Context: an optimization exercise on an open-source flow, tuned for small area. The choices shown serve that exercise and are no tape-out recipe. The RTL was checked by simulation tests, not by an equivalence proof against the original design. No activity file was given, so power comes from the tool's default toggle rates.

// sf2_game
module sf2_game (
    input  logic       clk,
    input  logic       reset,         
    input  logic       frame_clk,     
    input  logic [7:0] key_code,      
    input  logic       key_press,     
    input  logic [9:0] draw_x,        
    input  logic [9:0] draw_y,
    output logic [9:0] ken_x,
    output logic [9:0] ken_y,
    output logic [9:0] bat_x,
    output logic [9:0] bat_y,
    output logic [5:0] ken_sprite,
    output logic [5:0] bat_sprite,
    output logic [9:0] ken_special_meter,
    output logic [9:0] bat_special_meter,
    output logic [9:0] background_x,
    output logic       ken_dead,
    output logic       bat_dead,
    output logic [3:0] game_state,
    output logic       game_screen,
    output logic       is_ken,
    output logic       is_bat,
    output logic       is_health,
    output logic       is_outline,
    output logic       is_special_bar,
    output logic       is_ken_projectile,
    output logic       is_bat_projectile,
    output logic       is_letter
);
export LEC_CHECK = 0
export ABC_AREA = 1
export CAP_MARGIN = 15
export CORE_MARGIN = 2
export CORE_UTILIZATION = 40
export CTS_BUF_LIST = sky130_fd_sc_hd__clkbuf_8
export SLEW_MARGIN = 15
create_clock -name core_clock -period 12.0 [get_ports {clk}]
standard.sh (not shown) runs the stock make flow with config.mk's settings and CLKGATE_MAP_FILE= SYNTH_SCRIPT=/design/flow/synth_recipe.tcl, a recipe that flattens the netlist after the stock synthesis.
==> flow/flow/run.sh <==
#!/bin/bash
# The standard layout with four changes to how the layout is made:
#  1. after the standard synthesis (standard.sh synth, unchanged), the logic
#     between the registers is re-mapped with a stronger ABC script
#     (flow/remap.sh, four passes of four seeds): the registers stay exactly as
#     the standard synthesis made them, and ABC's cec must prove the new logic
#     equal to the old, else the standard netlist is kept;
#  2. the ports are buffered with buf_1 cells (every port still gets its own
#     buffer);
#  3. CTS builds its tree from clkbuf_8 with clusters of at most 12 sinks and
#     inserts no dummy loads;
#  4. after synthesis, the resizer may not use buffers larger than buf_2 or
#     delay cells (the platform's don't-use cells stay don't-use).
# Logs: synth.log, remap_*.log and standard.log here, ORFS's own under orfs/logs/.
set -euo pipefail
W=$(pwd)
RES=$W/orfs/results/$FLOW_PLATFORM/sf2_game/base
LOGS=$W/orfs/logs/$FLOW_PLATFORM/sf2_game/base

bash standard.sh synth > synth.log 2>&1

export DONT_USE_ARGS=$(grep -o -- "-dont_use [^ ]*" "$LOGS/1_2_yosys.log" | sort -u | tr '\n' ' ')
export FLOW_HOME FLOW_PLATFORM FLOW_TOP
cp "$RES/1_2_yosys.v" "$W/std.v"
mkdir -p "$W/remap"
cur="$W/std.v"; cur_area=""
for pass in 1 2 3 4; do
  for k in 1 2 3 4; do
    s=$(( (pass - 1) * 4 + k ))
    bash flow/remap.sh "$cur" "$W/remap/r$s.v" $s "$W/remap_$s.log" || true &
  done
  wait
  for k in 1 2 3 4; do
    s=$(( (pass - 1) * 4 + k ))
    if grep -q "Networks are equivalent" "$W/remap_$s.log" && [[ -s $W/remap/r$s.stat && -s $W/remap/r$s.v ]]; then
      a=$(grep "Chip area" "$W/remap/r$s.stat" | awk '{print $NF}')
      if [[ -z $cur_area ]] || awk "BEGIN{exit !($a < $cur_area)}"; then cur="$W/remap/r$s.v"; cur_area=$a; fi
    fi
  done
done
echo "remap: best=$cur area=${cur_area:-}" > remap.log
if [[ -n $cur_area ]]; then
  cp "$cur" "$RES/1_2_yosys.v"
  rm -f "$RES/1_synth.odb" "$RES/1_synth.sdc"
fi

DONT_USE_LAYOUT="$(grep -o -- "-dont_use [^ ]*" "$LOGS/1_2_yosys.log" | awk '{print $2}' | sort -u | tr '\n' ' ')"
DONT_USE_LAYOUT="$DONT_USE_LAYOUT sky130_fd_sc_hd__buf_4 sky130_fd_sc_hd__buf_6 sky130_fd_sc_hd__buf_8 sky130_fd_sc_hd__buf_12 sky130_fd_sc_hd__buf_16"
DONT_USE_LAYOUT="$DONT_USE_LAYOUT sky130_fd_sc_hd__bufbuf_8 sky130_fd_sc_hd__bufbuf_16 sky130_fd_sc_hd__dlygate4sd1_1 sky130_fd_sc_hd__dlygate4sd2_1 sky130_fd_sc_hd__dlygate4sd3_1"
DONT_USE_LAYOUT="$DONT_USE_LAYOUT sky130_fd_sc_hd__dlymetal6s2s_1 sky130_fd_sc_hd__dlymetal6s4s_1 sky130_fd_sc_hd__dlymetal6s6s_1"
DONT_USE_LAYOUT="$DONT_USE_LAYOUT sky130_fd_sc_hd__clkdlybuf4s15_1 sky130_fd_sc_hd__clkdlybuf4s15_2 sky130_fd_sc_hd__clkdlybuf4s18_1 sky130_fd_sc_hd__clkdlybuf4s18_2"
DONT_USE_LAYOUT="$DONT_USE_LAYOUT sky130_fd_sc_hd__clkdlybuf4s25_1 sky130_fd_sc_hd__clkdlybuf4s25_2 sky130_fd_sc_hd__clkdlybuf4s50_1 sky130_fd_sc_hd__clkdlybuf4s50_2"

bash standard.sh \
  DONT_USE_CELLS="$DONT_USE_LAYOUT" \
  BUFFER_PORTS_ARGS="-buffer_cell sky130_fd_sc_hd__buf_1" \
  CTS_ARGS="-sink_clustering_enable -repair_clock_nets -buf_list sky130_fd_sc_hd__clkbuf_8 -sink_clustering_size 12 -dont_use_dummy_load" \
  finish > standard.log 2>&1
Other scripts of this flow, unchanged in this note and not shown: flow/flow/remap.sh, flow/flow/seqstubs.py
Change:
--- a/flow/flow/run.sh
+++ b/flow/flow/run.sh
@@ -2 +2 @@
-# The standard layout with four changes to how the layout is made:
+# The standard layout with three changes to how the layout is made:
@@ -5,3 +5,3 @@
-#     (flow/remap.sh, four passes of four seeds): the registers stay exactly as
-#     the standard synthesis made them, and ABC's cec must prove the new logic
-#     equal to the old, else the standard netlist is kept;
+#     (flow/remap.sh): the registers stay exactly as the standard synthesis
+#     made them, and ABC's cec must prove the new logic equal to the old, else
+#     the standard netlist is kept;
@@ -26,14 +26,2 @@
-cur="$W/std.v"; cur_area=""
-for pass in 1 2 3 4; do
-  for k in 1 2 3 4; do
-    s=$(( (pass - 1) * 4 + k ))
-    bash flow/remap.sh "$cur" "$W/remap/r$s.v" $s "$W/remap_$s.log" || true &
-  done
-  wait
-  for k in 1 2 3 4; do
-    s=$(( (pass - 1) * 4 + k ))
-    if grep -q "Networks are equivalent" "$W/remap_$s.log" && [[ -s $W/remap/r$s.stat && -s $W/remap/r$s.v ]]; then
-      a=$(grep "Chip area" "$W/remap/r$s.stat" | awk '{print $NF}')
-      if [[ -z $cur_area ]] || awk "BEGIN{exit !($a < $cur_area)}"; then cur="$W/remap/r$s.v"; cur_area=$a; fi
-    fi
-  done
+for s in 1 2 3 4; do
+  bash flow/remap.sh "$W/std.v" "$W/remap/r$s.v" $s "$W/remap_$s.log" || true &
@@ -41,3 +29,11 @@
-echo "remap: best=$cur area=${cur_area:-}" > remap.log
-if [[ -n $cur_area ]]; then
-  cp "$cur" "$RES/1_2_yosys.v"
+wait
+best=""; best_area=""
+for s in 1 2 3 4; do
+  if grep -q "Networks are equivalent" "$W/remap_$s.log" && [[ -s $W/remap/r$s.stat && -s $W/remap/r$s.v ]]; then
+    a=$(grep "Chip area" "$W/remap/r$s.stat" | awk '{print $NF}')
+    if [[ -z $best_area ]] || awk "BEGIN{exit !($a < $best_area)}"; then best=$s; best_area=$a; fi
+  fi
+done
+echo "remap: best=${best:-none} area=${best_area:-}" > remap.log
+if [[ -n $best ]]; then
+  cp "$W/remap/r$best.v" "$RES/1_2_yosys.v"
What happened: Count of clock-buffer cells in the layout stays the same; synthesized cell count rose by 1.0%; setup slack got worse by 0.012 ns; total power decreases by 12%; first-iteration DRC count goes down by 17%; utilization drops by 0.40 points; synthesized area grows by 0.80%; worst hold slack gets better by 0.036 ns; non-clock buffer count goes up by 8; cell area rises by 1.2%.
Change:
--- a/flow/flow/run.sh
+++ b/flow/flow/run.sh
@@ -2 +2 @@
-# The standard layout with three changes to how the layout is made:
+# The standard layout with four changes to how the layout is made:
@@ -5,3 +5,3 @@
-#     (flow/remap.sh): the registers stay exactly as the standard synthesis
-#     made them, and ABC's cec must prove the new logic equal to the old, else
-#     the standard netlist is kept;
+#     (flow/remap.sh, two passes of four seeds): the registers stay exactly as
+#     the standard synthesis made them, and ABC's cec must prove the new logic
+#     equal to the old, else the standard netlist is kept;
@@ -26,2 +26,16 @@
-for s in 1 2 3 4; do
-  bash flow/remap.sh "$W/std.v" "$W/remap/r$s.v" $s "$W/remap_$s.log" || true &
+# Two passes of four seeds each; the second starts from the first's best.  Each
+# result counts only if ABC's cec proved it equal to its input.
+cur="$W/std.v"; cur_area=""
+for pass in 1 2; do
+  for k in 1 2 3 4; do
+    s=$(( (pass - 1) * 4 + k ))
+    bash flow/remap.sh "$cur" "$W/remap/r$s.v" $s "$W/remap_$s.log" || true &
+  done
+  wait
+  for k in 1 2 3 4; do
+    s=$(( (pass - 1) * 4 + k ))
+    if grep -q "Networks are equivalent" "$W/remap_$s.log" && [[ -s $W/remap/r$s.stat && -s $W/remap/r$s.v ]]; then
+      a=$(grep "Chip area" "$W/remap/r$s.stat" | awk '{print $NF}')
+      if [[ -z $cur_area ]] || awk "BEGIN{exit !($a < $cur_area)}"; then cur="$W/remap/r$s.v"; cur_area=$a; fi
+    fi
+  done
@@ -29,11 +43,3 @@
-wait
-best=""; best_area=""
-for s in 1 2 3 4; do
-  if grep -q "Networks are equivalent" "$W/remap_$s.log" && [[ -s $W/remap/r$s.stat && -s $W/remap/r$s.v ]]; then
-    a=$(grep "Chip area" "$W/remap/r$s.stat" | awk '{print $NF}')
-    if [[ -z $best_area ]] || awk "BEGIN{exit !($a < $best_area)}"; then best=$s; best_area=$a; fi
-  fi
-done
-echo "remap: best=${best:-none} area=${best_area:-}" > remap.log
-if [[ -n $best ]]; then
-  cp "$W/remap/r$best.v" "$RES/1_2_yosys.v"
+echo "remap: best=$cur area=${cur_area:-}" > remap.log
+if [[ -n $cur_area ]]; then
+  cp "$cur" "$RES/1_2_yosys.v"
Result: Total power falls by 2.9%; via count falls by 1.7%; core utilization falls by 0.16 points; sequential cell count does not change; fmax rises by 7.0%; area after synthesis barely changes.
Change:
--- a/flow/flow/run.sh
+++ b/flow/flow/run.sh
@@ -5 +5 @@
-#     (flow/remap.sh, two passes of four seeds): the registers stay exactly as
+#     (flow/remap.sh, three passes of four seeds): the registers stay exactly as
@@ -26,2 +25,0 @@
-# Two passes of four seeds each; the second starts from the first's best.  Each
-# result counts only if ABC's cec proved it equal to its input.
@@ -29 +27 @@
-for pass in 1 2; do
+for pass in 1 2 3; do
What happened:
- The new run finished with timing, DRC and antenna clean
- die area stays flat
- via count came out lower slightly
- clock-buffer cell count stays the same
- fmax decreases by a little under a tenth
- utilization climbs by 0.67 points
- non-clock buffer count went down by 3

## re-timing with driven ports
In the flow no input, the clock included, has a driving cell. The finished layouts below were timed again as built, in two steps.
Step 1: set_driving_cell puts a clkbuf_16 on clk and a buf_2 on each other input, an assumption about the parent block.
Step 2 times the ports against the registers' clock, not the clock port: input delays grow and output delays shrink by t, the midpoint of the rising clock arrivals with the driver on.
a / b / c = ideal ports / drivers / drivers and shift; a / b = the first two.
run	t, ns	setup slack, ns	worst register clock-pin slew, ns
the first run	0.513	0.986 / 0.986 / 0.986	0.11 / 0.11
the second run	0.530	0.973 / 0.973 / 0.973	0.09 / 0.09
the third run	0.526	1.699 / 1.699 / 1.699	0.10 / 0.10
the fourth run	0.531	0.900 / 0.900 / 0.900	0.09 / 0.09
After both steps every run listed still meets setup and hold.
